This design comes from an exercise in tuning for small area and few clock cycles on the open sky130 flow, not from production work. Function was checked by simulation only, so behaviour that the tests miss may differ from the original. The clock port is modelled as an ideal driver; clocking choices that lean on that would not hold on a real chip. Power is estimated from default activity; no workload was simulated.

--- flow/design.v ---
module ft245_bridge (
    input clk,
    input rst,
    input [7:0] D_in,
    output [7:0] D_out,
    output D_oe,
    input RXFn,
    input TXEn,
    output RDn,
    output WRn,
    input rd_en,
    output [7:0] rd_data,
    output rd_empty,
    input wr_en,
    input [7:0] wr_data,
    output wr_full
    );
    reg [1:0] rxf_sync, txe_sync;
    always @(posedge clk)
        if(rst) begin
            rxf_sync <= 2'b11;
            txe_sync <= 2'b11;
        end else begin
            rxf_sync <= {rxf_sync[0], RXFn};
            txe_sync <= {txe_sync[0], TXEn};
        end
    ft245_async_fifo #(.read_depth(3), .write_depth(3)) bridge (
        .D_in(D_in), .D_out(D_out), .D_oe(D_oe),
        .RXFn_sync(rxf_sync[1]), .TXEn_sync(txe_sync[1]),
        .RDn(RDn), .WRn(WRn),
        .clk_50mhz(clk), .rst(rst),
        .rd_en(rd_en), .rd_data(rd_data), .rd_empty(rd_empty),
        .wr_en(wr_en), .wr_data(wr_data), .wr_full(wr_full));
endmodule

module fifo #(
    parameter data_width=8,
    parameter stages=9
    )
    (
    input clk,
    input reset,
    input push,                      
    input [data_width-1:0] din,
    input pop,                       
    output [data_width-1:0] dout,    
    output head_valid,               
    output ready_top,                
    output top_empty                 
    );
    reg [data_width-1:0] data [0:stages-1];
    reg [stages-1:0] empty;
    wire [stages-1:0] ready;
    wire [stages:0] empty_in = {!push, empty[stages-1:1]};
    genvar i;
    generate
        for(i=0; i<stages; i=i+1)
        begin : st
            if(i == 0)
                assign ready[i] = empty[i] || pop;
            else
                assign ready[i] = empty[i] || ready[i-1];
            always @(posedge clk)
                empty[i] <= reset || (ready[i] && empty_in[i]);
            if(i == stages-1)
            begin
                always @(posedge clk)
                    if(ready[i]) data[i] <= din;
            end
            else
            begin
                always @(posedge clk)
                    if(ready[i]) data[i] <= data[i+1];
            end
        end
    endgenerate
    assign dout = data[0];
    assign head_valid = !empty[0];
    assign ready_top = ready[stages-1];
    assign top_empty = empty[stages-1];
endmodule
module ft245_async_fifo #(
    parameter read_depth=3,
    parameter write_depth=3
    )
    (
    input [7:0] D_in,       
    output reg [7:0] D_out,  
    output D_oe,            
    input RXFn_sync,        
    input TXEn_sync,        
    output RDn,             
    output WRn,             
    input clk_50mhz,
    input rst,
    input rd_en,
    output reg [7:0] rd_data,
    output rd_empty,
    input wr_en,
    input [7:0] wr_data,
    output wr_full
    );
    reg rs1, ws1;
    wire rx_valid, rx_room, rx_top_empty;
    wire [7:0] rx_head;
    assign rd_empty = !rx_valid;
    wire rx_pop = rd_en && rx_valid;
    wire tx_valid, tx_room;
    wire [7:0] tx_head;
    reg tx_ready;
    assign wr_full = !tx_room;
    wire tx_push = wr_en && tx_room;
    reg pref_wr;
    wire rd_can = !rs1 && rx_top_empty && !RXFn_sync;
    wire wr_can = tx_ready && !TXEn_sync;
    wire start_rd = rd_can && !ws1 && !(wr_can && pref_wr);
    wire start_wr = wr_can && !rs1 && !(rd_can && !pref_wr);
    assign RDn = !(start_rd || rs1);
    assign WRn = !(start_wr || ws1);
    assign D_oe = RDn;
    fifo #(.data_width(8), .stages(8)) read_fifo
        (.clk(clk_50mhz), .reset(rst),
         .push(rs1), .din(D_in),
         .pop(rx_pop), .dout(rx_head), .head_valid(rx_valid),
         .ready_top(rx_room), .top_empty(rx_top_empty));
    fifo #(.data_width(8), .stages(8)) write_fifo
        (.clk(clk_50mhz), .reset(rst),
         .push(tx_push), .din(wr_data),
         .pop(start_wr), .dout(tx_head), .head_valid(tx_valid),
         .ready_top(tx_room), .top_empty());
    always @(posedge clk_50mhz)
        D_out <= tx_head;
    always @(posedge clk_50mhz)
        if(rx_pop)
            rd_data <= rx_head;
    always @(posedge clk_50mhz)
    begin
        if(rst)
        begin
            rs1 <= 1'b0;
            ws1 <= 1'b0;
            tx_ready <= 1'b0;
            pref_wr <= 1'b0;
        end
        else
        begin
            rs1 <= start_rd;
            ws1 <= start_wr;
            tx_ready <= tx_valid && !start_wr && !ws1;
            if(start_rd) pref_wr <= 1'b1;
            else if(start_wr) pref_wr <= 1'b0;
        end
    end
endmodule
--- flow/flow/run.sh ---
#!/bin/bash
# The standard layout (the standard.sh, standard synthesis unchanged),
# with these placement/CTS changes:
#  - port buffers use the smallest buffer cell instead of clkdlybuf4s50_1;
#  - the clock tree is built by flow/manual_cts.tcl (PRE_CTS hook): a root
#    clkbuf_4 and clkbuf_8 leaves over balanced register clusters;
#  - flow/post_cts.tcl (POST_CTS hook) swaps logic gates that synthesis
#    sized up for drive-1 cells, then repairs slew/capacitance.
# Full tool output goes to standard.log; ORFS's per-step logs stay under orfs/logs.
set -uo pipefail
export BUFFER_PORTS_ARGS="-buffer_cell sky130_fd_sc_hd__buf_1"
export PRE_CTS_TCL="$PWD/flow/manual_cts.tcl"
export POST_CTS_TCL="$PWD/flow/post_cts.tcl"
export CTS_ARGS="-clk_nets clk -buf_list sky130_fd_sc_hd__clkbuf_8 -dont_use_dummy_load"
bash standard.sh > standard.log 2>&1
--- flow/flow/manual_cts.tcl ---
# PRE_CTS hook: builds the clock tree by hand, then TritonCTS (run with
# -clk_nets clk) finds the clock net already buffered and leaves it alone.
# Two levels: one root buffer at the centre of the leaves, driving NLEAF leaf
# buffers, each at the centroid of a balanced k-means cluster of register
# clock pins (clusters of equal size, so every leaf sees about the same load).
proc manual_clock_tree {nleaf leafcell rootcell} {
  set block [ord::get_db_block]
  set dbu [$block getDefUnits]
  set net [$block findNet clk]
  set pts {}
  foreach sp [get_pins -of_objects [get_nets clk] -filter "direction==input"] {
    set inst [[sta::sta_to_db_pin $sp] getInst]
    set bb [$inst getBBox]
    set x [expr {([$bb xMin] + [$bb xMax]) / 2.0 / $dbu}]
    set y [expr {([$bb yMin] + [$bb yMax]) / 2.0 / $dbu}]
    lappend pts [list $sp $x $y]
  }
  set n [llength $pts]
  # k-means, initial centres spread along sorted x then y
  set sorted [lsort -real -index 1 $pts]
  set cent {}
  for {set k 0} {$k < $nleaf} {incr k} {
    set p [lindex $sorted [expr {int(($k + 0.5) * $n / $nleaf)}]]
    lappend cent [list [lindex $p 1] [lindex $p 2]]
  }
  set cap [expr {int(ceil(double($n) / $nleaf))}]
  for {set iter 0} {$iter < 60} {incr iter} {
    # balanced assignment: points ordered by how much they prefer their best centre
    set order {}
    set i 0
    foreach p $pts {
      set ds {}
      for {set k 0} {$k < $nleaf} {incr k} {
        lassign [lindex $cent $k] cx cy
        lappend ds [list $k [expr {abs([lindex $p 1]-$cx) + abs([lindex $p 2]-$cy)}]]
      }
      set ds [lsort -real -index 1 $ds]
      set regret [expr {[llength $ds] > 1 ? [lindex $ds 1 1] - [lindex $ds 0 1] : 0}]
      lappend order [list $i $regret $ds]
      incr i
    }
    set order [lsort -real -decreasing -index 1 $order]
    for {set k 0} {$k < $nleaf} {incr k} { set sx($k) 0.0; set sy($k) 0.0; set c($k) 0 }
    set assign [lrepeat $n -1]
    foreach o $order {
      lassign $o i regret ds
      foreach kd $ds {
        set k [lindex $kd 0]
        if {$c($k) < $cap} {
          lset assign $i $k
          set p [lindex $pts $i]
          set sx($k) [expr {$sx($k) + [lindex $p 1]}]
          set sy($k) [expr {$sy($k) + [lindex $p 2]}]
          incr c($k)
          break
        }
      }
    }
    set cent {}
    for {set k 0} {$k < $nleaf} {incr k} {
      if {$c($k) > 0} { lappend cent [list [expr {$sx($k)/$c($k)}] [expr {$sy($k)/$c($k)}]] } else { lappend cent {0 0} }
    }
  }
  set gx 0.0; set gy 0.0
  foreach cc $cent { set gx [expr {$gx + [lindex $cc 0]}]; set gy [expr {$gy + [lindex $cc 1]}] }
  set gx [expr {$gx / $nleaf}]; set gy [expr {$gy / $nleaf}]
  insert_buffer -buffer_cell $rootcell -net clk -location [list $gx $gy] -buffer_name clkbuf_root -net_name clk_root
  for {set k 0} {$k < $nleaf} {incr k} {
    set pl {}
    set i 0
    foreach p $pts {
      if {[lindex $assign $i] == $k} { lappend pl [lindex $p 0] }
      incr i
    }
    puts "leaf $k: [llength $pl] sinks at [lindex $cent $k]"
    insert_buffer -buffer_cell $leafcell -net clk_root -load_pins $pl -location [lindex $cent $k] -buffer_name clkbuf_leaf_$k -net_name clk_leaf_$k
  }
}

manual_clock_tree 9 sky130_fd_sc_hd__clkbuf_8 sky130_fd_sc_hd__clkbuf_4
set_propagated_clock [all_clocks]
--- flow/flow/post_cts.tcl ---
# Swap every logic gate with a drive strength above 1 for the drive-1 (or
# drive-0) cell of the same footprint; repair_design then fixes any slew or
# capacitance limit this breaks. Clock-tree cells, flip-flops, buffers and
# inverters are left alone.
proc downsize_logic {} {
  set n 0
  set saved 0.0
  foreach inst [get_cells *] {
    set m [get_property $inst ref_name]
    if {![regexp {^sky130_fd_sc_hd__([a-z0-9]+)_([0-9]+)$} $m -> base drv]} { continue }
    if {$drv <= 1} { continue }
    if {[regexp {^(clk|buf|inv|dl|df|edf|sdf|tap|conb|fill|decap)} $base]} { continue }
    set new ""
    foreach d {0 1} {
      set lc [get_lib_cells -quiet sky130_fd_sc_hd__${base}_$d]
      if {$lc != ""} { set new $lc; break }
    }
    if {$new == ""} { continue }
    set saved [expr {$saved + [get_property [get_lib_cells $m] area] - [get_property $new area]}]
    replace_cell $inst $new
    incr n
  }
  puts "downsize_logic: $n cells, [format %.1f $saved] um2"
}

# POST_CTS hook: runs after CTS's own repair, before 4_1_cts.odb is written.
downsize_logic
estimate_parasitics -placement
repair_design -slew_margin $::env(SLEW_MARGIN) -cap_margin $::env(CAP_MARGIN)
detailed_placement
check_placement -verbose
--- flow/standard.sh ---
#!/bin/bash
# synth_recipe.tcl (not shown) runs the flow's synth.tcl, then flattens the netlist and writes it again
# the make line also repeats each setting of config.mk as NAME=value (left out here)
make -C /OpenROAD-flow-scripts/flow DESIGN_CONFIG=/design/flow/config.mk WORK_HOME=/design/flow/orfs CLKGATE_MAP_FILE= SYNTH_SCRIPT=/design/flow/synth_recipe.tcl "${@:-finish}"
--- flow/config.mk ---
export PLATFORM = sky130hd
export DESIGN_NAME = ft245_bridge
export DESIGN_NICKNAME = ft245_bridge
export VERILOG_FILES = /design/flow/design.v
export SDC_FILE = /design/flow/constraint.sdc
export NUM_CORES = 4
export LEC_CHECK = 0
export CAP_MARGIN = 20
export CORE_MARGIN = 2
export CORE_UTILIZATION = 70
export CTS_BUF_LIST = sky130_fd_sc_hd__clkbuf_8
export PLACE_DENSITY = 0.8
export SLEW_MARGIN = 20
--- flow/constraint.sdc ---
create_clock -name core_clock -period 20.0 [get_ports {clk}]
set_input_delay 4.0000 -clock core_clock [delete_from_list [all_inputs] [get_ports {clk}]]
set_output_delay 4.0000 -clock core_clock [all_outputs]
set_load 0.01 [all_outputs]
==> reports/results.txt, run 1 <==
WS Path Type - register to output pin
DRT antenna net count - 0
critical path's slowest cell - or4_1
commonest cells after routing, fill and taps aside - edfxtp_1, buf_1, dfxtp_1
Gate power share - 0.010
total of warnings raised by yosys - 4
Max Fanout on Critical Path - 7
final setup TNS - 0 ps
clock power share - 0.241
Synth Area in Compound Gates - 0.0245
GP Congestion - 0.801
RSZ-0062 raised after global routing - no
Yosys reg bits - 168
critical path launch point type - register
post-synth top area share - 0.791
Iter 0 DRT Violations - 110
via count - 2037
Synth Area in XOR/XNOR - 0
Cell Pwr Density - 95.3 nW/µm²
worst vdd ir - 0.0000636 V
synth top area cells - edfxtp_1, dfxtp_1, a21o_1, or2_2, nor2_1
largest family of logic cells by synthesized area - simple AND/OR/NAND/NOR gates
Tcrit/Tclk final - 0.304
CP arrival - 2080 ps
Setup crit end kind - output pin
Clock Pin Slew Worst Setup and Hold Paths - 100 ps
vias in the first global route - 2001
post-synthesis cell type count - 32
IO Pins - 43
commonest non-fill, non-tap cell in the layout - edfxtp_1
Final Critical Period - 6080 ps
routed length per instance - 13.3 µm
insertion delay to the later sink of the worst-skew pair - 480 ps
GRT Resource Usage Total - 0.127
Post-Synth Simple-Gate Area - 0.0511
switching power - 0.0915 mW
status - timing/DRC/antenna clean
largest net degree at the start of global routing - 22
post-layout util - 0.768
Avg Vias per Cell - 5.25
initial antenna violation count - 0
Sw Ratio - 0.173
First-pass DRT Iterations - 4
fin. max-slew vios - 0
Storage cell area - 4720 µm²
leak pwr - 1.90 nW
Post-Syn Nets - 263
worst-path cell chain - or4_1 -> a211oi_1 -> buf_1
class of the worst hold path - register to register
internal power - 0.437 mW
DP HPWL - 3530 µm
Seq pwr share - 0.750
buffers added on ports - 42
Yosys top cell by area - edfxtp_1
Gate Count Post-Synth - 241
slew margin rel. - 0.346
core area - 7210 µm²
Multi-input gate area - 389 µm²
Area Growth Syn to Fin - 7.27%
endpoints failing hold - 0
total wire length - 5160 µm
Final Setup Violations - 0
adder-cell area share of the yosys netlist - 0
# diodes - 0
Max-Cap Viols - 0
multiplexer share of the synthesized area - 0.00194
Die Y - 89.9 µm
GRT Residual Overflow - 0
clock skew - 20.1 ps
synthesized cell area - 5170 µm²
Horiz. Die Dim - 89.9 µm
Fillers - 404
fraction of the yosys area taken by sequential cells - 0.915
Worst-Margin Slew - 981 ps
highest clock rate - 164 MHz
first-pass GRT wire length - 8590 µm
share of post-route cells with drive strength above 1 - 0.0381
nets@finish - 313
Largest stage delay, worst path - 570 ps
Row Count - 31
syn_area_per_cell - 21.4 µm²
DRC - 0
full die area - 8080 µm²
critical path required time - 16000 ps
initial core utilization - 0.716
## power by group through the flow
| stage | Sequential, mW | Combinational, mW | Clock (mW) |
|---|---|---|---|
| 2_1_floorplan | 0.403 | 0.00217 | 0 |
| 3_3_place_gp | 0.403 | 0.00497 | 0 |
| 3_5_place_dp | 0.404 | 0.00521 | 0 |
| 5_1_grt | 0.397 | 0.00561 | 0.144 |
| 6_report | 0.396 | 0.00509 | 0.127 |
## final cells by class, clock buffers not listed
type / count / share of cell area
sequential: 168 / 0.853
multi-input combinational: 65 / 0.0702
timing repair buffer: 42 / 0.0284
tap: 99 / 0.0224
inverter: 4 / 0.00271
## cells in the mapped netlist
master	instances
clkbuf_1	2
or4_1	2
buf_4	1
nor4_1	2
mux2i_1	1
a21oi_2	1
edfxtp_1	136
inv_2	1
nor2b_1	1
or4_4	2
a31oi_1	4
or3_1	3
or3b_1	1
buf_6	1
inv_1	3
nor2_1	8
o21ai_1	1
and3_1	1
a211oi_1	1
nor4b_1	1
o21ai_0	1
nor3_1	4
nand2_1	7
nor3b_1	3
nand2b_1	2
a21oi_1	3
a21o_1	7
dfxtp_1	32
nand3b_1	1
o211ai_1	1
or3b_2	1
or2_2	6
## path summary, 6_finish.rpt
kind / start / to / slack, ps / depth (start not counted)
worst max-delay path: bridge.write_fifo.empty[1] / wr_full / 13920 / 3
worst min-delay path: bridge.write_fifo.data[0][3] / bridge.D_out[3] / 350 / 0
worst max register to register: bridge.read_fifo.empty[7] / bridge.write_fifo.data[5][1] / 17410 / 4
worst min register to register: bridge.write_fifo.data[0][3] / bridge.D_out[3] / 350 / 0
## through the flow
step	setup slack, ps	total power, mW	instances	instance area (µm²)	hold WS, ps
6_report	13920	0.528	388	5540	350
5_1_grt	13810	0.547	388	5540	357
3_5_place_dp	14360	0.409	378	5420	327
3_3_place_gp	14400	0.408	378	5420	324
2_1_floorplan	14550	0.405	241	5170	323
## kinds of logic after synthesis
| group | after synthesis |
|---|---|
| AO/OA/AOI/OAI | 19 |
| AND/OR/NAND/NOR | 45 |
| buffers and inverters | 8 |
| multiplexers | 1 |
| flip-flops | 168 |
## state kept, by name (all words and copies together) (netlist names), 2 cells and up
| name | count |
|---|---|
| rxf_sync | 2 |
| bridge.read_fifo.empty | 8 |
| bridge.write_fifo.empty | 8 |
| bridge.read_fifo.data | 64 |
| txe_sync | 2 |
| bridge.D_out | 8 |
| bridge.write_fifo.data | 64 |
| bridge.rd_data | 8 |
## worst max-delay path: cells and delay by family (launching register included)
family | cells | cell delay (ps)
buffers and inverters | 1 | 200
AOI/OAI and AO/OA | 1 | 440
and+or+nand+nor | 1 | 570
DFF | 1 | 390
## metal layers
metal  routed length, µm  GRT usage
met1                2130      0.159
met2                2570      0.235
met3                 344     0.0210
met4                 123     0.0321
met5                   0          0
Testbench counts, summed over its fixed seeds: cycles 7,398.
==> run 2, diff against run 1 <==
--- a/flow/config.mk
+++ b/flow/config.mk
@@ -5,6 +5,7 @@
 export SDC_FILE = /design/flow/constraint.sdc
 export NUM_CORES = 4
 export LEC_CHECK = 0
+export ABC_AREA = 1
 export CAP_MARGIN = 20
 export CORE_MARGIN = 2
 export CORE_UTILIZATION = 70
==> run 2 against run 1 <==
Sequential power is essentially flat; worst setup slack got worse by 720 ps; routed wire length is 3.6% higher; hold slack gained 4.3 ps; still clean; clock skew grew 7.6 ps; sequential share of layout area rose by 0.64 points; cell count increased by 4.6%; largest cell class unchanged; first-iteration DRC count down 10%; design area down 0.74%; global-route usage grew 0.35 points; flip-flop and latch count did not move.
==> reports/results.txt, run 2 <==
Multi-input gate area - 262 µm² (was 389 µm²)
Gate power share - 0.009 (was 0.010)
FF-to-FF End - bridge.read_fifo.data[7][0] (was bridge.write_fifo.data[5][1])
Yosys top cell by area - edfxtp_1 (unchanged)
Largest stage delay, worst path - 500 ps (was 570 ps)
commonest non-fill, non-tap cell in the layout - edfxtp_1 (unchanged)
Setup crit end kind - output pin (unchanged)
Post-synth EDFFs - 136 (unchanged)
min-delay src - bridge.write_fifo.data[0][4] (was bridge.write_fifo.data[0][3])
Clock Pin Slew Worst Setup and Hold Paths - 120 ps (was 100 ps)
Max Fanout on Critical Path - 11 (was 7)
fin. max-slew vios - 0 (unchanged)
Gate Count Post-Synth - 258 (was 241)
leak pwr - 2.06 nW (was 1.90 nW)
worst-path cell chain - nand3b_1 -> nand2_1 -> nand4_1 -> nor3_1 -> nand4_1 -> inv_1 -> buf_1 (was or4_1 -> a211oi_1 -> buf_1)
Seq pwr share - 0.747 (was 0.750)
full die area - 8080 µm² (about the same)
fraction of the yosys area taken by sequential cells - 0.915 (about the same)
Row Count - 31 (unchanged)
ys async rst share - 0 (unchanged)
first-pass GRT wire length - 8610 µm (was 8590 µm)
largest net degree at the start of global routing - 20 (was 22)
GRT Resource Usage Total - 0.131 (was 0.127)
Worst Setup SP - rxf_sync[1] (was bridge.write_fifo.empty[1])
total wire length - 5350 µm (was 5160 µm)
synthesized cell area - 5160 µm² (was 5170 µm²)
slew margin rel. - 0.562 (was 0.346)
DRT antenna net count - 0 (unchanged)
clock power share - 0.243 (was 0.241)
Storage cell area - 4720 µm² (unchanged)
leading registers by flop count - bridge.read_fifo.data x64, bridge.write_fifo.data x64 (unchanged)
metal2 WL - 2790 µm (was 2570 µm)
Max-Cap Viols - 0 (unchanged)
critical path required time - 16000 ps (about the same)
post-synthesis cell type count - 21 (was 32)
via count - 2016 (was 2037)
crit path to - wr_full (unchanged)
GP Congestion - 0.743 (was 0.801)
r2r worst-path depth - 8 (was 4)
Iter 0 DRT Violations - 99 (was 110)
initial core utilization - 0.716 (about the same)
wire length on met3 - 354 µm (was 344 µm)
Die Y - 89.9 µm (about the same)
WS Path Type - register to output pin (unchanged)
# diodes - 0 (unchanged)
Placed Area - 5430 µm² (was 5420 µm²)
share of post-route cells with drive strength above 1 - 0.0358 (was 0.0381)
critical path's slowest cell - nand4_1 (was or4_1)
clock skew - 27.7 ps (was 20.1 ps)
core area - 7210 µm² (unchanged)
Fillers - 429 (was 404)
DP HPWL - 3710 µm (was 3530 µm)
IO Pins - 43 (unchanged)
class of the worst hold path - register to register (unchanged)
ys flop type - edfxtp_1 (unchanged)
CP dominant cell by count - nand4_1
endpoints failing hold - 0 (unchanged)
insertion delay to the later sink of the worst-skew pair - 500 ps (was 480 ps)
worst vdd ir - 0.0000586 V (was 0.0000636 V)
final setup TNS - 0 ps (unchanged)
Final Critical Period - 6800 ps (was 6080 ps)
DRC - 0 (unchanged)
top post-synthesis cells by count - edfxtp_1, dfxtp_1, inv_1 (was edfxtp_1, dfxtp_1, nor2_1)
count leader, synth - edfxtp_1 (unchanged)
GRT Residual Overflow - 0 (unchanged)
synth top area cells - edfxtp_1, dfxtp_1, inv_1, nand2_1, o21ai_0 (was edfxtp_1, dfxtp_1, a21o_1, or2_2, nor2_1)
highest clock rate - 147 MHz (was 164 MHz)
Tcrit/Tclk final - 0.340 (was 0.304)
First-pass DRT Iterations - 4 (unchanged)
Horiz. Die Dim - 89.9 µm (about the same)
Top Metal Used - met4 (unchanged)
M1 WL - 2100 µm (was 2130 µm)
Yosys reg bits - 168 (unchanged)
commonest cells after routing, fill and taps aside - edfxtp_1, buf_1, dfxtp_1 (unchanged)
Final Instance Area - 5500 µm² (was 5540 µm²)
Sw Ratio - 0.176 (was 0.173)
Post-Syn Nets - 280 (was 263)
Avg Vias per Cell - 4.97 (was 5.25)
vias in the first global route - 1980 (was 2001)
switching power - 0.0934 mW (was 0.0915 mW)
launching point of the worst reg2reg path - bridge.read_fifo.empty[0] (was bridge.read_fifo.empty[7])
RSZ-0062 raised after global routing - no (unchanged)
buffers added on ports - 42 (unchanged)
Worst-Margin Slew - 654 ps (was 981 ps)
worst reg-to-reg setup slack - 17330 ps (was 17410 ps)
internal power - 0.436 mW (was 0.437 mW)
post-synth top area share - 0.791 (about the same)
status - timing/DRC/antenna clean (unchanged)
Area Growth Syn to Fin - 6.49% (was 7.27%)
post-layout util - 0.762 (was 0.768)
routed length per instance - 13.2 µm (was 13.3 µm)
total of warnings raised by yosys - 4 (unchanged)
critical path launch point type - register (unchanged)
syn_area_per_cell - 20.0 µm² (was 21.4 µm²)
CP arrival - 2800 ps (was 2080 ps)
initial antenna violation count - 0 (unchanged)
nets@finish - 331 (was 313)
Cell Pwr Density - 96.3 nW/µm² (was 95.3 nW/µm²)
Final Setup Violations - 0 (unchanged)
==> run 2: cell count changes after synthesis, sizes merged, moves of 4 or more <==
| cell | change |
|---|---|
| o21ai | +7 |
| or4 | -4 |
| inv | +23 |
| nor2 | +9 |
| nand2 | +16 |
| a31oi | -4 |
| a21o | -7 |
==> run 2: routing by layer <==
metal | GRT usage | up-vias
li1 | - | 1000
met4 | 0.0295 | 0
met5 | 0 | -
met3 | 0.0235 | 9
met1 | 0.150 | 938
met2 | 0.256 | 69
==> run 2: area by class of cell, clock buffers not listed <==
| type | instances | share of cell area |
|---|---|---|
| Sequential cell | 168 | 0.859 |
| Tap cell | 99 | 0.0225 |
| Multi-Input combinational cell | 60 | 0.0475 |
| Inverter | 27 | 0.0184 |
| Timing Repair Buffer | 42 | 0.0287 |
==> run 2: how the worst min path moves through the flow <==
stage                            endpoint  slack (ps)  cells past startpoint
after floorplan           bridge.D_out[0]         320                      0
after global placement    bridge.D_out[0]         320                      0
after detailed placement  bridge.D_out[4]         330                      0
after global routing      bridge.D_out[4]         360                      0
final                     bridge.D_out[4]         350                      0
==> run 2: worst max-delay path, delay by kind of cell (launching register included) <==
family	cells	cell delay (ps)
buf+inv	2	300
simple gates	5	1670
flops	1	330
==> run 2: kinds of logic after synthesis <==
kind of cell | Yosys count | share of synthesized area
flip-flops | 168 | 0.915
AND/OR/NAND/NOR | 50 | 0.0531
buffers and inverters | 30 | 0.0225
AO/OA/AOI/OAI | 10 | 0.00969
==> run 2: through the flow <==
step	hold WS, ps	setup slack [ps]	power (mW)	instances
floorplan	323	14540	0.405	258
global placement	323	14260	0.408	396
detailed placement	333	14130	0.410	396
global route	364	12960	0.547	406
finish	354	13200	0.530	406
==> run 2: power groups by stage <==
| stage | combinational, mW | clock, mW | sequential (mW) |
|---|---|---|---|
| 5_1_grt | 0.00556 | 0.143 | 0.398 |
| 3_5_place_dp | 0.00511 | 0 | 0.404 |
| 2_1_floorplan | 0.00221 | 0 | 0.403 |
| 6_report | 0.00492 | 0.129 | 0.396 |
| 3_3_place_gp | 0.00487 | 0 | 0.403 |
==> run 3, diff against run 2 <==
--- a/flow/flow/manual_cts.tcl
+++ b/flow/flow/manual_cts.tcl
@@ -77,5 +77,5 @@
   }
 }
 
-manual_clock_tree 9 sky130_fd_sc_hd__clkbuf_8 sky130_fd_sc_hd__clkbuf_4
+manual_clock_tree 10 sky130_fd_sc_hd__clkbuf_8 sky130_fd_sc_hd__clkbuf_4
 set_propagated_clock [all_clocks]
==> run 3 against run 2 <==
Still clean on timing, DRC and antenna; clock skew fell by 17 ps; design area grew 0.25%; hold slack got worse by 2.6 ps; via count decreased by 0.25%; register-to-register slack barely moved.
==> reports/results.txt, run 3 <==
status - timing/DRC/antenna clean (unchanged)
final setup TNS - 0 ps (unchanged)
Fillers - 418 (was 429)
vias in the first global route - 1957 (was 1980)
total wire length - 5290 µm (was 5350 µm)
critical path launch point type - register (unchanged)
initial antenna violation count - 0 (unchanged)
highest clock rate - 148 MHz (was 147 MHz)
core area - 7210 µm² (unchanged)
Yosys top cell by area - edfxtp_1 (unchanged)
insertion delay to the later sink of the worst-skew pair - 490 ps (was 500 ps)
worst vdd ir - 0.0000613 V (was 0.0000586 V)
Sw Ratio - 0.174 (was 0.176)
Gate power share - 0.009 (about the same)
CP arrival - 2770 ps (was 2800 ps)
synthesized cell area - 5160 µm² (unchanged)
synth top area cells - edfxtp_1, dfxtp_1, inv_1, nand2_1, o21ai_0 (unchanged)
slew margin rel. - 0.562 (about the same)
initial core utilization - 0.716 (unchanged)
switching power - 0.0926 mW (was 0.0934 mW)
post-synthesis cell type count - 21 (unchanged)
full die area - 8080 µm² (unchanged)
Seq pwr share - 0.743 (was 0.747)
clock skew - 10.4 ps (was 27.7 ps)
largest net degree at the start of global routing - 18 (was 20)
Post-synth EDFFs - 136 (unchanged)
Placed Area - 5430 µm² (unchanged)
leak pwr - 2.07 nW (was 2.06 nW)
fraction of the yosys area taken by sequential cells - 0.915 (unchanged)
DRC - 0 (unchanged)
worst setup margin - 13230 ps (was 13200 ps)
class of the worst hold path - register to register (unchanged)
RSZ-0062 raised after global routing - no (unchanged)
First-pass DRT Iterations - 4 (unchanged)
IO Pins - 43 (unchanged)
Design Power - 0.533 mW (was 0.530 mW)
Final Setup Violations - 0 (unchanged)
Yosys reg bits - 168 (unchanged)
Max Fanout on Critical Path - 11 (unchanged)
via count - 2011 (was 2016)
Tcrit/Tclk final - 0.339 (was 0.340)
Row Count - 31 (unchanged)
Area Growth Syn to Fin - 6.76% (was 6.49%)
Iter 0 DRT Violations - 106 (was 99)
Final Critical Period - 6770 ps (was 6800 ps)
buffers added on ports - 42 (unchanged)
Gate Count Post-Synth - 258 (unchanged)
Finished Layout Cells - 407 (was 406)
GRT Residual Overflow - 0 (unchanged)
Worst-Margin Slew - 655 ps (was 654 ps)
fin. max-slew vios - 0 (unchanged)
endpoints failing hold - 0 (unchanged)
ys flop type - edfxtp_1 (unchanged)
# diodes - 0 (unchanged)
Horiz. Die Dim - 89.9 µm (unchanged)
Cell Pwr Density - 96.7 nW/µm² (was 96.3 nW/µm²)
clock power share - 0.248 (was 0.243)
Final Instance Area - 5510 µm² (was 5500 µm²)
first-pass GRT wire length - 8540 µm (was 8610 µm)
Setup crit end kind - output pin (unchanged)
GRT Resource Usage Total - 0.130 (was 0.131)
share of post-route cells with drive strength above 1 - 0.0390 (was 0.0358)
nets@finish - 332 (was 331)
ys async rst share - 0 (unchanged)
critical path required time - 16000 ps (about the same)
post-layout util - 0.764 (was 0.762)
commonest non-fill, non-tap cell in the layout - edfxtp_1 (unchanged)
Die Y - 89.9 µm (unchanged)
GP Congestion - 0.743 (unchanged)
DRT antenna net count - 0 (unchanged)
WS Path Type - register to output pin (unchanged)
DP HPWL - 3710 µm (unchanged)
Post-Syn Nets - 280 (unchanged)
internal power - 0.441 mW (was 0.436 mW)
Max-Cap Viols - 0 (unchanged)
count leader, synth - edfxtp_1 (unchanged)
routed length per instance - 13.0 µm (was 13.2 µm)
Hold WS - 352 ps (was 354 ps)
Placed Instances - 396 (unchanged)
Clock Pin Slew Worst Setup and Hold Paths - 90 ps (was 120 ps)
top post-synthesis cells by count - edfxtp_1, dfxtp_1, inv_1 (unchanged)
post-synth top area share - 0.791 (unchanged)
Place WS - 14130 ps (unchanged)
leading registers by flop count - bridge.read_fifo.data x64, bridge.write_fifo.data x64 (unchanged)
total of warnings raised by yosys - 4 (unchanged)
syn_area_per_cell - 20.0 µm² (unchanged)
Avg Vias per Cell - 4.94 (was 4.97)
commonest cells after routing, fill and taps aside - edfxtp_1, buf_1, dfxtp_1 (unchanged)
==> run 3: worst max-delay path, stage by stage, from the launching register on <==
cell and delay, ps:
dfxtp_1 320, inv_1 80, nand3b_1 90, nand2_1 130, nand4_1 490, nor3_1 440, nand4_1 440, inv_1 140
buf_1 160
==> run 3: cell type report, clock buffers not listed <==
type                       count  area (µm²)  share of cell area
multi-input combinational     60         262              0.0474
sequential                   168        4720               0.857
timing repair buffer          42         158              0.0286
tap                           99         124              0.0225
inverter                      27         101              0.0184
==> run 3: worst paths after layout <==
path	from	to	slack [ps]	depth (start not counted)
setup / recovery	bridge.pref_wr	wr_full	13230	8
hold / removal	bridge.write_fifo.data[0][4]	bridge.D_out[4]	350	0
setup reg to reg	bridge.pref_wr	bridge.write_fifo.data[6][5]	17330	8
hold reg to reg	bridge.write_fifo.data[0][4]	bridge.D_out[4]	350	0
==> run 3: logic make-up after synthesis <==
| group | Yosys count | share of synthesized area |
|---|---|---|
| and+or+nand+nor | 50 | 0.0531 |
| AOI/OAI and AO/OA | 10 | 0.00969 |
| DFF | 168 | 0.915 |
| buffers and inverters | 30 | 0.0225 |
==> run 3: power groups by stage <==
stage | combinational (mW) | sequential, mW | clock (mW)
after floorplan | 0.00221 | 0.403 | 0
after global placement | 0.00487 | 0.403 | 0
after detailed placement | 0.00511 | 0.404 | 0
after global routing | 0.00556 | 0.397 | 0.148
final | 0.00493 | 0.396 | 0.132
==> run 3: layer usage <==
layer	up-vias	GRT usage	wire (µm)
li1	1003	-	-
met1	935	0.155	2110
met2	58	0.251	2750
met3	15	0.0159	266
met4	0	0.0359	171
met5	-	0	0
==> run 4, diff against run 3 <==
--- a/flow/design.v
+++ b/flow/design.v
@@ -49,19 +49,22 @@
     output top_empty                 
     );
     reg [data_width-1:0] data [0:stages-1];
-    reg [stages-1:0] empty;
+    reg [stages-1:0] flag;           
+    wire [stages-1:0] empty;
     wire [stages-1:0] ready;
     wire [stages:0] empty_in = {!push, empty[stages-1:1]};
     genvar i;
     generate
         for(i=0; i<stages; i=i+1)
         begin : st
+            assign empty[i] = (i % 2) ? !flag[i] : flag[i];
             if(i == 0)
                 assign ready[i] = empty[i] || pop;
             else
                 assign ready[i] = empty[i] || ready[i-1];
+            wire empty_next = reset || (ready[i] && empty_in[i]);
             always @(posedge clk)
-                empty[i] <= reset || (ready[i] && empty_in[i]);
+                flag[i] <= (i % 2) ? !empty_next : empty_next;
             if(i == stages-1)
             begin
                 always @(posedge clk)
==> run 4 against run 3 <==
Still clean on timing, DRC and antenna; cell count down 2.9%; sequential power is essentially flat; synthesized cell count fell by 5.4%; hold slack got worse by 2.4 ps.
==> reports/results.txt, run 4 <==
insertion delay to the later sink of the worst-skew pair - 510 ps (was 490 ps)
Placed Area - 5410 µm² (was 5430 µm²)
commonest non-fill, non-tap cell in the layout - edfxtp_1 (unchanged)
Row Count - 31 (unchanged)
count leader, synth - edfxtp_1 (unchanged)
Post-Syn Nets - 266 (was 280)
Tcrit/Tclk final - 0.353 (was 0.339)
Largest stage delay, worst path - 610 ps (was 490 ps)
Placed Instances - 384 (was 396)
commonest cells after routing, fill and taps aside - edfxtp_1, buf_1, dfxtp_1 (unchanged)
WS Path Type - register to output pin (unchanged)
endpoints failing hold - 0 (unchanged)
Fillers - 419 (was 418)
share of post-route cells with drive strength above 1 - 0.0405 (was 0.0390)
class of the worst hold path - register to register (unchanged)
Levels on crit path - 8 (unchanged)
clock skew - 8.21 ps (was 10.4 ps)
post-synth top area share - 0.796 (was 0.791)
Sw Ratio - 0.176 (was 0.174)
worst reg-to-reg setup slack - 17370 ps (was 17330 ps)
Worst-Margin Slew - 601 ps (was 655 ps)
GRT Residual Overflow - 0 (unchanged)
Final Instance Area - 5480 µm² (was 5510 µm²)
Hold WS - 349 ps (was 352 ps)
fraction of the yosys area taken by sequential cells - 0.921 (was 0.915)
Finished Layout Cells - 395 (was 407)
Post-synth EDFFs - 136 (unchanged)
internal power - 0.441 mW (about the same)
critical path required time - 16000 ps (about the same)
leading registers by flop count - bridge.read_fifo.data x64, bridge.write_fifo.data x64 (unchanged)
routed length per instance - 12.7 µm (was 13.0 µm)
full die area - 8030 µm² (was 8080 µm²)
Iter 0 DRT Violations - 122 (was 106)
CP arrival - 3050 ps (was 2770 ps)
nets@finish - 320 (was 332)
leak pwr - 1.96 nW (was 2.07 nW)
synthesized cell area - 5130 µm² (was 5160 µm²)
syn_area_per_cell - 21.0 µm² (was 20.0 µm²)
# diodes - 0 (unchanged)
First-pass DRT Iterations - 4 (unchanged)
ys flop type - edfxtp_1 (unchanged)
IO Pins - 43 (unchanged)
WP buf/inv - 2 (was 3)
RSZ-0062 raised after global routing - no (unchanged)
worst vdd ir - 0.0000613 V (about the same)
Area Growth Syn to Fin - 6.73% (was 6.76%)
Gate Count Post-Synth - 244 (was 258)
Final Critical Period - 7050 ps (was 6770 ps)
Clock Pin Slew Worst Setup and Hold Paths - 90 ps (about the same)
Avg Vias per Cell - 5.02 (was 4.94)
DRT antenna net count - 0 (unchanged)
via count - 1983 (was 2011)
Gate power share - 0.009 (about the same)
switching power - 0.0940 mW (was 0.0926 mW)
clock power share - 0.251 (was 0.248)
Final Setup Violations - 0 (unchanged)
CP delay by family, top - simple AND/OR/NAND/NOR gates (unchanged)
Max-Cap Viols - 0 (unchanged)
DP HPWL - 3330 µm (was 3710 µm)
first-pass GRT wire length - 7760 µm (was 8540 µm)
initial antenna violation count - 0 (unchanged)
fin. max-slew vios - 0 (unchanged)
Cell Pwr Density - 97.6 nW/µm² (was 96.7 nW/µm²)
critical path's slowest cell - nor3_1 (was nand4_1)
worst-path cell chain - nor2_1 -> nand2_1 -> nand2_1 -> nand4_1 -> nor3_1 -> nand4_1 -> inv_1 -> buf_1 (was inv_1 -> nand3b_1 -> nand2_1 -> nand4_1 -> nor3_1 -> nand4_1 -> inv_1 -> buf_1)
core area - 7180 µm² (was 7210 µm²)
post-synthesis cell type count - 22 (was 21)
final setup TNS - 0 ps (unchanged)
critical path launch point type - register (unchanged)
Max Fanout on Critical Path - 11 (unchanged)
top post-synthesis cells by count - edfxtp_1, dfxtp_1, inv_1 (unchanged)
hold depth - 0 (unchanged)
buffers added on ports - 42 (unchanged)
initial core utilization - 0.715 (was 0.716)
highest clock rate - 142 MHz (was 148 MHz)
synth top area cells - edfxtp_1, dfxtp_1, inv_1, nor2_1, a21oi_1 (was edfxtp_1, dfxtp_1, inv_1, nand2_1, o21ai_0)
Die Y - 89.6 µm (was 89.9 µm)
status - timing/DRC/antenna clean (unchanged)
ys async rst share - 0 (unchanged)
Seq pwr share - 0.740 (was 0.743)
total wire length - 5030 µm (was 5290 µm)
Horiz. Die Dim - 89.6 µm (was 89.9 µm)
Setup crit end kind - output pin (unchanged)
slew margin rel. - 0.598 (was 0.562)
DRC - 0 (unchanged)
Yosys top cell by area - edfxtp_1 (unchanged)
GP Congestion - 0.731 (was 0.743)
Yosys reg bits - 168 (unchanged)
r2r worst-path depth - 8 (unchanged)
GRT Resource Usage Total - 0.123 (was 0.130)
total of warnings raised by yosys - 4 (unchanged)
largest net degree at the start of global routing - 18 (unchanged)
vias in the first global route - 1788 (was 1957)
run 4: cell count changes after synthesis, sizes merged:
cell    change
a21oi       +8
nand2      -12
inv         -6
nand3       +1
nand3b      -1
clkbuf      -1
o21ai       -2
nor2        -1
run 4: metal layers:
metal | share of wire | track usage
met5 | 0 | 0
met1 | 0.41 | 0.156
met4 | 0.021 | 0.0271
met3 | 0.069 | 0.0229
met2 | 0.50 | 0.225
run 4: area by class of cell, clock buffers not listed:
cell class,count,area (µm²),share of cell area
inverter,21,78.8,0.0144
tap,99,124,0.0226
sequential,168,4720,0.862
multi-input combinational,53,240,0.0439
timing repair buffer,43,165,0.0302
run 4: kinds of logic after synthesis:
| logic type | share of synthesized area |
|---|---|
| DFF | 0.921 |
| AOI/OAI and AO/OA | 0.0171 |
| and+or+nand+nor | 0.0449 |
| buffers and inverters | 0.0176 |
run 4: path summary, 6_finish.rpt:
kind                                       to                          from
hold / removal                bridge.D_out[2]  bridge.write_fifo.data[0][2]
setup reg to reg  bridge.read_fifo.data[7][5]      bridge.read_fifo.flag[0]
setup / recovery                      wr_full      bridge.read_fifo.flag[7]
hold reg to reg               bridge.D_out[2]  bridge.write_fifo.data[0][2]
run 4: power groups by stage:
stage	combinational [mW]	sequential (mW)	clock [mW]
finish	0.00494	0.396	0.134
floorplan	0.00199	0.403	0
global placement	0.00508	0.403	0
detailed placement	0.00523	0.404	0
global route	0.00571	0.397	0.150
run 4: metrics by stage:
step / setup WS (ps) / utilization / power [mW]
after detailed placement: 14240 / 0.754 / 0.409
after global routing: 12620 / 0.763 / 0.553
after floorplan: 14570 / - / 0.405
after global placement: 14340 / 0.754 / 0.408
final: 12950 / 0.763 / 0.535
run 4: worst reg2reg max path: stages (launching register included):
cell and delay (ps):
dfxtp_1 350, nor2_1 180, nand2_1 280, nor2_1 240, nand2_1 270, nor2_1 240
nand2_1 290, nor2_1 240, nand2_1 250
Testbench counts of run 4, summed over its fixed seeds: cycles 7,398.
==> run 5, diff against run 4 <==
--- a/flow/flow/run.sh
+++ b/flow/flow/run.sh
@@ -3,7 +3,8 @@
 # with these placement/CTS changes:
 #  - port buffers use the smallest buffer cell instead of clkdlybuf4s50_1;
 #  - the clock tree is built by flow/manual_cts.tcl (PRE_CTS hook): a root
-#    clkbuf_4 and clkbuf_8 leaves over balanced register clusters;
+#    clkbuf_4 and as few clkbuf_8 leaves over balanced register clusters
+#    as keep the estimated clock-pin slew within 112 ps;
 #  - flow/post_cts.tcl (POST_CTS hook) swaps logic gates that synthesis
 #    sized up for drive-1 cells, then repairs slew/capacitance.
 # Full tool output goes to standard.log; ORFS's per-step logs stay under orfs/logs.
--- a/flow/flow/manual_cts.tcl
+++ b/flow/flow/manual_cts.tcl
@@ -1,9 +1,4 @@
-# PRE_CTS hook: builds the clock tree by hand, then TritonCTS (run with
-# -clk_nets clk) finds the clock net already buffered and leaves it alone.
-# Two levels: one root buffer at the centre of the leaves, driving NLEAF leaf
-# buffers, each at the centroid of a balanced k-means cluster of register
-# clock pins (clusters of equal size, so every leaf sees about the same load).
-proc manual_clock_tree {nleaf leafcell rootcell} {
+proc manual_clock_tree {nleaf leafcell rootcell {axis 1}} {
   set block [ord::get_db_block]
   set dbu [$block getDefUnits]
   set net [$block findNet clk]
@@ -16,8 +11,8 @@
     lappend pts [list $sp $x $y]
   }
   set n [llength $pts]
-  # k-means, initial centres spread along sorted x then y
-  set sorted [lsort -real -index 1 $pts]
+  # balanced k-means, initial centres spread along x (axis 1) or y (axis 2)
+  set sorted [lsort -real -index $axis $pts]
   set cent {}
   for {set k 0} {$k < $nleaf} {incr k} {
     set p [lindex $sorted [expr {int(($k + 0.5) * $n / $nleaf)}]]
@@ -77,5 +72,55 @@
   }
 }
 
-manual_clock_tree 10 sky130_fd_sc_hd__clkbuf_8 sky130_fd_sc_hd__clkbuf_4
+# Take the tree out again: reconnect its loads to the clock net.
+proc undo_clock_tree {} {
+  set block [ord::get_db_block]
+  set clknet [$block findNet clk]
+  set bufs {}
+  foreach inst [$block getInsts] {
+    if {[string match clkbuf_leaf_* [$inst getName]]} { lappend bufs $inst }
+  }
+  foreach inst [$block getInsts] {
+    if {[string match clkbuf_root* [$inst getName]]} { lappend bufs $inst }
+  }
+  foreach inst $bufs {
+    set out [[$inst findITerm X] getNet]
+    set in [[$inst findITerm A] getNet]
+    foreach it [$out getITerms] {
+      if {[$it getInst] == $inst} { continue }
+      $it disconnect
+      $it connect $in
+    }
+    odb::dbInst_destroy $inst
+    odb::dbNet_destroy $out
+  }
+}
+proc max_clk_pin_slew {} {
+  set mx 0
+  foreach pin [get_pins -hierarchical */CLK] {
+    set s [get_property $pin slew_max]
+    if {$s > $mx} {set mx $s}
+  }
+  return $mx
+}
+
+# Try trees with more and more leaves (and both initial spreads of the
+# clusters); keep the first whose largest estimated register clock-pin slew
+# is within the target.
+proc build_clock_tree {leafcell rootcell target} {
+  foreach n {7 8 9 10 11 12 13 14} {
+    foreach axis {1 2} {
+      manual_clock_tree $n $leafcell $rootcell $axis
+      estimate_parasitics -placement
+      set s [max_clk_pin_slew]
+      puts "clock tree: $n leaves, axis $axis, estimated largest clock-pin slew [format %.1f [expr {$s * 1e3}]] ps"
+      if {$s <= $target} { return }
+      undo_clock_tree
+      estimate_parasitics -placement
+    }
+  }
+  manual_clock_tree 16 $leafcell $rootcell 1
+}
+
 set_propagated_clock [all_clocks]
+build_clock_tree sky130_fd_sc_hd__clkbuf_8 sky130_fd_sc_hd__clkbuf_4 0.112
--- a/flow/config.mk
+++ b/flow/config.mk
@@ -8,7 +8,7 @@
 export ABC_AREA = 1
 export CAP_MARGIN = 20
 export CORE_MARGIN = 2
-export CORE_UTILIZATION = 70
+export CORE_UTILIZATION = 85
 export CTS_BUF_LIST = sky130_fd_sc_hd__clkbuf_8
-export PLACE_DENSITY = 0.8
+export PLACE_DENSITY = 0.92
 export SLEW_MARGIN = 20
==> run 5 against run 4 <==
Synthesized cell count unchanged; the flow now stops in 3_5_place_dp; synthesized area is the same.
==> reports/results.txt, run 5 <==
ys flop type - edfxtp_1 (unchanged)
initial core utilization - 0.872 (was 0.715)
Post-synth EDFFs - 136 (unchanged)
top post-synthesis cells by count - edfxtp_1, dfxtp_1, inv_1 (unchanged)
synth top area cells - edfxtp_1, dfxtp_1, inv_1, nor2_1, a21oi_1 (unchanged)
Horiz. Die Dim - 81.7 µm (was 89.6 µm)
GP Congestion - 0.712 (was 0.731)
DP HPWL - 7710 µm (was 3330 µm)
post-synth top area share - 0.796 (unchanged)
syn_area_per_cell - 21.0 µm² (unchanged)
Yosys reg bits - 168 (unchanged)
halt point of the flow - 3_5_place_dp
Yosys top cell by area - edfxtp_1 (unchanged)
Post-Syn Nets - 266 (unchanged)
status - aborted with a tool error (was timing/DRC/antenna clean)
total of warnings raised by yosys - 4 (unchanged)
IO Pins - 43 (unchanged)
count leader, synth - edfxtp_1 (unchanged)
First Error - [ERROR DPL-0033] detailed placement checks failed during check placement.
buffers added on ports - 42 (unchanged)
Row Count - 28 (was 31)
ys async rst share - 0 (unchanged)
Gate Count Post-Synth - 244 (unchanged)
Die Y - 81.7 µm (was 89.6 µm)
fraction of the yosys area taken by sequential cells - 0.921 (unchanged)
post-synthesis cell type count - 22 (unchanged)
synthesized cell area - 5130 µm² (unchanged)
## run 5: cells by family after synthesis
family	share of synthesized area
buf+inv	0.0176
compound gates	0.0171
simple gates	0.0449
flops	0.921
## run 5: metrics by stage
step              std cells  worst slack [ps]  power [mW]  hold WS, ps
global placement        360             14350       0.408          325
floorplan               244             14570       0.405          323
## run 5: worst max path at each step
stage             depth (start not counted)      end  slack (ps)                     start
floorplan                                 7  wr_full       14570  bridge.read_fifo.flag[7]
global placement                          8  wr_full       14350  bridge.read_fifo.flag[7]
## run 5: power groups by stage
stage	registers [mW]	logic (mW)	clock network (mW)
after floorplan	0.403	0.00199	0
after global placement	0.403	0.00503	0
==> run 6, diff against run 5 <==
--- a/flow/config.mk
+++ b/flow/config.mk
@@ -8,7 +8,7 @@
 export ABC_AREA = 1
 export CAP_MARGIN = 20
 export CORE_MARGIN = 2
-export CORE_UTILIZATION = 85
+export CORE_UTILIZATION = 75
 export CTS_BUF_LIST = sky130_fd_sc_hd__clkbuf_8
-export PLACE_DENSITY = 0.92
+export PLACE_DENSITY = 0.95
 export SLEW_MARGIN = 20
==> run 6 against run 5 <==
Synthesized area is the same; the run now finishes clean; synthesized cell count did not move.
==> reports/results.txt, run 6 <==
slew margin rel. - 0.614
total of warnings raised by yosys - 4 (unchanged)
GRT Resource Usage Total - 0.154
min-delay src - bridge.write_fifo.data[0][4]
ys flop type - edfxtp_1 (unchanged)
synthesized cell area - 5130 µm² (unchanged)
largest family of logic cells by synthesized area - simple AND/OR/NAND/NOR gates (unchanged)
hold depth - 0
Tcrit/Tclk final - 0.357
Setup crit end kind - output pin
CP arrival - 3150 ps
Final Critical Period - 7150 ps
critical path launch point type - register
endpoints failing hold - 0
full die area - 7520 µm²
nets@finish - 319
initial core utilization - 0.764 (was 0.872)
Synth Area in XOR/XNOR - 0 (unchanged)
largest net degree at the start of global routing - 20
critical path required time - 16000 ps
clock skew - 17.2 ps
Cell Pwr Density - 97.5 nW/µm²
first-pass GRT wire length - 8980 µm
GRT Residual Overflow - 0
FF-to-FF End - bridge.read_fifo.data[7][3]
routed length per instance - 15.2 µm
worst vdd ir - 0.0000826 V
via count - 2027
Worst-Margin Slew - 577 ps
synth top area cells - edfxtp_1, dfxtp_1, inv_1, nor2_1, a21oi_1 (unchanged)
DRT antenna net count - 0
Horiz. Die Dim - 86.7 µm (was 81.7 µm)
Max Fanout on Critical Path - 11
insertion delay to the later sink of the worst-skew pair - 480 ps
syn_area_per_cell - 21.0 µm² (unchanged)
worst-path cell chain - nor2_1 -> nand2_1 -> nand2_1 -> nand4_1 -> nor3_1 -> nand4_1 -> inv_1 -> buf_1
class of the worst hold path - register to register
Clock Pin Slew Worst Setup and Hold Paths - 110 ps
top post-synthesis cells by count - edfxtp_1, dfxtp_1, inv_1 (unchanged)
post-synth top area share - 0.796 (unchanged)
worst reg-to-reg setup slack - 17220 ps
r2r worst-path depth - 8
Yosys top cell by area - edfxtp_1 (unchanged)
leading registers by flop count - bridge.read_fifo.data x64, bridge.write_fifo.data x64
commonest cells after routing, fill and taps aside - edfxtp_1, buf_1, dfxtp_1
ys async rst share - 0 (unchanged)
initial antenna violation count - 0
critical path's slowest cell - nor3_1
# diodes - 0
First-pass DRT Iterations - 4
Max-Cap Viols - 0
count leader, synth - edfxtp_1 (unchanged)
fraction of the yosys area taken by sequential cells - 0.921 (unchanged)
Place WS - 14190 ps
Yosys reg bits - 168 (unchanged)
buffers added on ports - 42 (unchanged)
worst setup margin - 12850 ps
core area - 6720 µm²
Post-Syn Nets - 266 (unchanged)
Gate Count Post-Synth - 244 (unchanged)
status - timing/DRC/antenna clean (was aborted with a tool error)
Row Count - 30 (was 28)
DRC - 0
multiplexer share of the synthesized area - 0 (unchanged)
total wire length - 5700 µm
Synth Area in Compound Gates - 0.0171 (unchanged)
post-synthesis cell type count - 22 (unchanged)
RSZ-0062 raised after global routing - no
Die Y - 86.7 µm (was 81.7 µm)
Largest stage delay, worst path - 610 ps
vias in the first global route - 2030
Post-synth EDFFs - 136 (unchanged)
fin. max-slew vios - 0
leak pwr - 1.96 nW
Iter 0 DRT Violations - 122
hold path endpoint - bridge.D_out[4]
share of post-route cells with drive strength above 1 - 0.0373
commonest non-fill, non-tap cell in the layout - edfxtp_1
DP HPWL - 3970 µm (was 7710 µm)
Avg Vias per Cell - 5.41
WS Path Type - register to output pin
adder-cell area share of the yosys netlist - 0 (unchanged)
GP Congestion - 0.723 (was 0.712)
Post-Synth Simple-Gate Area - 0.0449 (unchanged)
launching point of the worst reg2reg path - bridge.read_fifo.flag[0]
Area Growth Syn to Fin - 6.00%
final setup TNS - 0 ps
highest clock rate - 140 MHz
IO Pins - 43 (unchanged)
Final Setup Violations - 0
run 6: cell counts after synthesis:
No cell type changed its count.
run 6: per-layer routing:
layer,wire [µm],GRT usage
met5,0,0
met4,97,0.0298
met3,327,0.0248
met2,3100,0.303
met1,2180,0.179
run 6: worst max path at each step:
stage / start / to / cells after the start
global route: bridge.read_fifo.flag[7] / wr_full / 8
global placement: bridge.read_fifo.flag[7] / wr_full / 8
floorplan: bridge.read_fifo.flag[7] / wr_full / 7
finish: bridge.read_fifo.flag[7] / wr_full / 8
detailed placement: bridge.read_fifo.flag[7] / wr_full / 8
run 6: critical path: cells and delay by family (launching register included):
kind                   cells  cell delay (ps)
AND/OR/NAND/NOR            6             2040
flip-flops                 1              340
buffers and inverters      2              300
run 6: kinds of logic (layout without fill, tap and decap cells):
kind of cell	after synthesis	in the layout
AOI/OAI and AO/OA	16	16
buffers and inverters	23	74
DFF	168	168
and+or+nand+nor	37	37
run 6: report_power, final:
part           total, mW  internal (mW)  switching, mW
clock              0.129         0.0426         0.0868
combinational    0.00514        0.00205        0.00309
sequential         0.396          0.392        0.00407
total              0.531          0.437         0.0940
run 6: cell type report, clock buffers not listed:
| class | instances | area (µm²) |
|---|---|---|
| Fill cell | 331 | 1280 |
| Multi-Input combinational cell | 53 | 240 |
| Tap cell | 80 | 100 |
| Timing Repair Buffer | 43 | 165 |
| Inverter | 21 | 78.8 |
| Sequential cell | 168 | 4720 |
run 6: stage by stage:
stage | cell area [µm²] | utilization | hold WS, ps | total power, mW | instances
2_1_floorplan | 5130 | - | 323 | 0.405 | 244
3_3_place_gp | 5390 | 0.802 | 323 | 0.408 | 365
3_5_place_dp | 5390 | 0.802 | 328 | 0.410 | 365
5_1_grt | 5440 | 0.810 | 361 | 0.547 | 375
6_report | 5440 | 0.810 | 349 | 0.531 | 375
==> run 7, diff against run 6 <==
--- a/flow/config.mk
+++ b/flow/config.mk
@@ -8,7 +8,7 @@
 export ABC_AREA = 1
 export CAP_MARGIN = 20
 export CORE_MARGIN = 2
-export CORE_UTILIZATION = 75
+export CORE_UTILIZATION = 70
 export CTS_BUF_LIST = sky130_fd_sc_hd__clkbuf_8
-export PLACE_DENSITY = 0.95
+export PLACE_DENSITY = 0.8
 export SLEW_MARGIN = 20
==> run 7 against run 6 <==
Synthesized area stayed put; worst setup slack better by 32 ps; via count fell by 4.0%; global-route usage decreased by 3.2 points; flip-flop and latch count unchanged; design area grew 0.44%; routed wire length down 14%; utilization fell by 4.8 points; register-to-register slack better by 60 ps; sequential power barely moved; clock power barely moved; still clean; clock skew decreased by 3.6 ps.
==> reports/results.txt, run 7 <==
Fillers - 423 (was 331)
multiplexer share of the synthesized area - 0 (unchanged)
fraction of the yosys area taken by sequential cells - 0.921 (unchanged)
syn_area_per_cell - 21.0 µm² (unchanged)
Final Setup Violations - 0 (unchanged)
Design Power - 0.527 mW (was 0.531 mW)
total of warnings raised by yosys - 4 (unchanged)
First-pass DRT Iterations - 4 (unchanged)
RSZ-0062 raised after global routing - no (unchanged)
core area - 7180 µm² (was 6720 µm²)
Die Y - 89.6 µm (was 86.7 µm)
ys async rst share - 0 (unchanged)
Gate Count Post-Synth - 244 (unchanged)
Final Critical Period - 7120 ps (was 7150 ps)
worst vdd ir - 0.0000717 V (was 0.0000826 V)
endpoints failing hold - 0 (unchanged)
synth top area cells - edfxtp_1, dfxtp_1, inv_1, nor2_1, a21oi_1 (unchanged)
leak pwr - 1.96 nW (unchanged)
total wire length - 4910 µm (was 5700 µm)
vias in the first global route - 1776 (was 2030)
Storage cell area - 4720 µm² (unchanged)
initial core utilization - 0.715 (was 0.764)
Max-Cap Viols - 0 (unchanged)
insertion delay to the later sink of the worst-skew pair - 480 ps (about the same)
Yosys top cell by area - edfxtp_1 (unchanged)
Area Growth Syn to Fin - 6.46% (was 6.00%)
leading registers by flop count - bridge.read_fifo.data x64, bridge.write_fifo.data x64 (unchanged)
WS Path Type - register to output pin (unchanged)
Row Count - 31 (was 30)
critical path's slowest cell - nor3_1 (unchanged)
post-synth top area share - 0.796 (unchanged)
final setup TNS - 0 ps (unchanged)
commonest non-fill, non-tap cell in the layout - edfxtp_1 (unchanged)
Cell Pwr Density - 96.5 nW/µm² (was 97.5 nW/µm²)
Post-synth EDFFs - 136 (unchanged)
DP HPWL - 3330 µm (was 3970 µm)
top post-synthesis cells by count - edfxtp_1, dfxtp_1, inv_1 (unchanged)
Synth Area in Compound Gates - 0.0171 (unchanged)
DRT antenna net count - 0 (unchanged)
Yosys reg bits - 168 (unchanged)
via count - 1945 (was 2027)
Clock Pin Slew Worst Setup and Hold Paths - 110 ps (about the same)
Tcrit/Tclk final - 0.356 (was 0.357)
Post-Syn Nets - 266 (unchanged)
clock skew - 13.6 ps (was 17.2 ps)
Finished Layout Cells - 394 (was 375)
Synth Area in XOR/XNOR - 0 (unchanged)
worst-path cell chain - nor2_1 -> nand2_1 -> nand2_1 -> nand4_1 -> nor3_1 -> nand4_1 -> inv_1 -> buf_1 (unchanged)
first-pass GRT wire length - 7630 µm (was 8980 µm)
CP arrival - 3120 ps (was 3150 ps)
fin. max-slew vios - 0 (unchanged)
GP Congestion - 0.731 (was 0.723)
critical path required time - 16000 ps (about the same)
Placed Instances - 384 (was 365)
share of post-route cells with drive strength above 1 - 0.0373 (unchanged)
ys flop type - edfxtp_1 (unchanged)
synthesized cell area - 5130 µm² (unchanged)
initial antenna violation count - 0 (unchanged)
GRT Residual Overflow - 0 (unchanged)
commonest cells after routing, fill and taps aside - edfxtp_1, buf_1, dfxtp_1 (unchanged)
Largest stage delay, worst path - 630 ps (was 610 ps)
full die area - 8030 µm² (was 7520 µm²)
Post-Synth Simple-Gate Area - 0.0449 (unchanged)
Iter 0 DRT Violations - 91 (was 122)
adder-cell area share of the yosys netlist - 0 (unchanged)
count leader, synth - edfxtp_1 (unchanged)
Avg Vias per Cell - 4.94 (was 5.41)
GRT Resource Usage Total - 0.122 (was 0.154)
IO Pins - 43 (unchanged)
slew margin rel. - 0.587 (was 0.614)
post-synthesis cell type count - 22 (unchanged)
# diodes - 0 (unchanged)
Horiz. Die Dim - 89.6 µm (was 86.7 µm)
Max Fanout on Critical Path - 11 (unchanged)
largest net degree at the start of global routing - 20 (unchanged)
Setup crit end kind - output pin (unchanged)
highest clock rate - 141 MHz (was 140 MHz)
critical path launch point type - register (unchanged)
Multi-input gate area - 240 µm² (unchanged)
routed length per instance - 12.5 µm (was 15.2 µm)
buffers added on ports - 42 (unchanged)
status - timing/DRC/antenna clean (unchanged)
Worst-Margin Slew - 618 ps (was 577 ps)
class of the worst hold path - register to register (unchanged)
largest family of logic cells by synthesized area - simple AND/OR/NAND/NOR gates (unchanged)
nets@finish - 319 (unchanged)
DRC - 0 (unchanged)
run 7: critical path, delay by kind of cell, from the launching register on:
family | cells | cell delay (ps)
buffers and inverters | 2 | 310
DFF | 1 | 330
and+or+nand+nor | 6 | 1990
run 7: logic make-up after synthesis:
logic type             count (synthesis)
buffers and inverters                 23
flip-flops                           168
AND/OR/NAND/NOR                       37
AO/OA/AOI/OAI                         16
run 7: final cells by class, clock buffers not listed:
type	count	share of cell area
flip-flops and latches	168	0.865
multi-input cells	53	0.0440
repair buffers	43	0.0302
well taps	99	0.0227
inverters	21	0.0144
run 7: worst paths after layout:
check | cells after the start | slack [ps] | from | to
min | 0 | 350 | bridge.write_fifo.data[0][2] | bridge.D_out[2]
max | 8 | 12880 | bridge.read_fifo.flag[7] | wr_full
max reg2reg | 6 | 17280 | bridge.read_fifo.flag[7] | bridge.write_fifo.data[7][0]
min reg2reg | 0 | 350 | bridge.write_fifo.data[0][2] | bridge.D_out[2]
run 7: stage by stage:
step                cell area (µm²)  utilization  setup slack (ps)  hold slack [ps]
floorplan                      5130            -             14570              323
global placement               5410        0.754             14340              324
detailed placement             5410        0.754             14240              328
global route                   5460        0.761             12560              367
finish                         5460        0.761             12880              351
run 7: per-layer routing:
metal,global-route usage,wire [µm],vias to the layer above,share of wire
li1,-,-,976,-
met1,0.154,2040,895,0.41
met2,0.226,2450,64,0.50
met3,0.0174,298,10,0.061
met4,0.0285,130,0,0.026
met5,0,0,-,0
run 7: power by group:
part	total, mW	internal (mW)	switching (mW)
combinational	0.00493	0.00204	0.00289
sequential	0.396	0.392	0.00376
clock	0.127	0.0425	0.0841
total	0.527	0.436	0.0907

static timing again, ports no longer ideal:
Ports are ideal in the flow. The routed layouts listed here were re-timed in OpenROAD. Step 1 assumes that a clkbuf_16 drives the clock port and a buf_2 every other input. Step 2 moves the port delays by t, midway between the first and last clock arrival at a register: inputs arrive t later, outputs are due t later. That takes back most of the time a late clock gives input paths. Slacks: ideal / step 1 / step 2; pairs: ideal / step 1.
run	t (ns)	setup WS [ns]	worst hold slack (ns)	cell pins on the clock port's net
run 1	0.502	13.917 / 13.889 / 14.039	0.350 / 0.350 / 0.350	1
run 2	0.510	13.197 / 13.171 / 13.540	0.354 / 0.354 / 0.354	1
run 3	0.514	13.226 / 13.200 / 13.570	0.352 / 0.352 / 0.352	1
run 4	0.530	12.948 / 12.920 / 13.450	0.349 / 0.349 / 0.349	1
run 6	0.499	12.852 / 12.827 / 13.326	0.349 / 0.349 / 0.349	1
run 7	0.504	12.884 / 12.857 / 13.361	0.351 / 0.351 / 0.351	1
After both steps setup and hold are still met in every run listed.
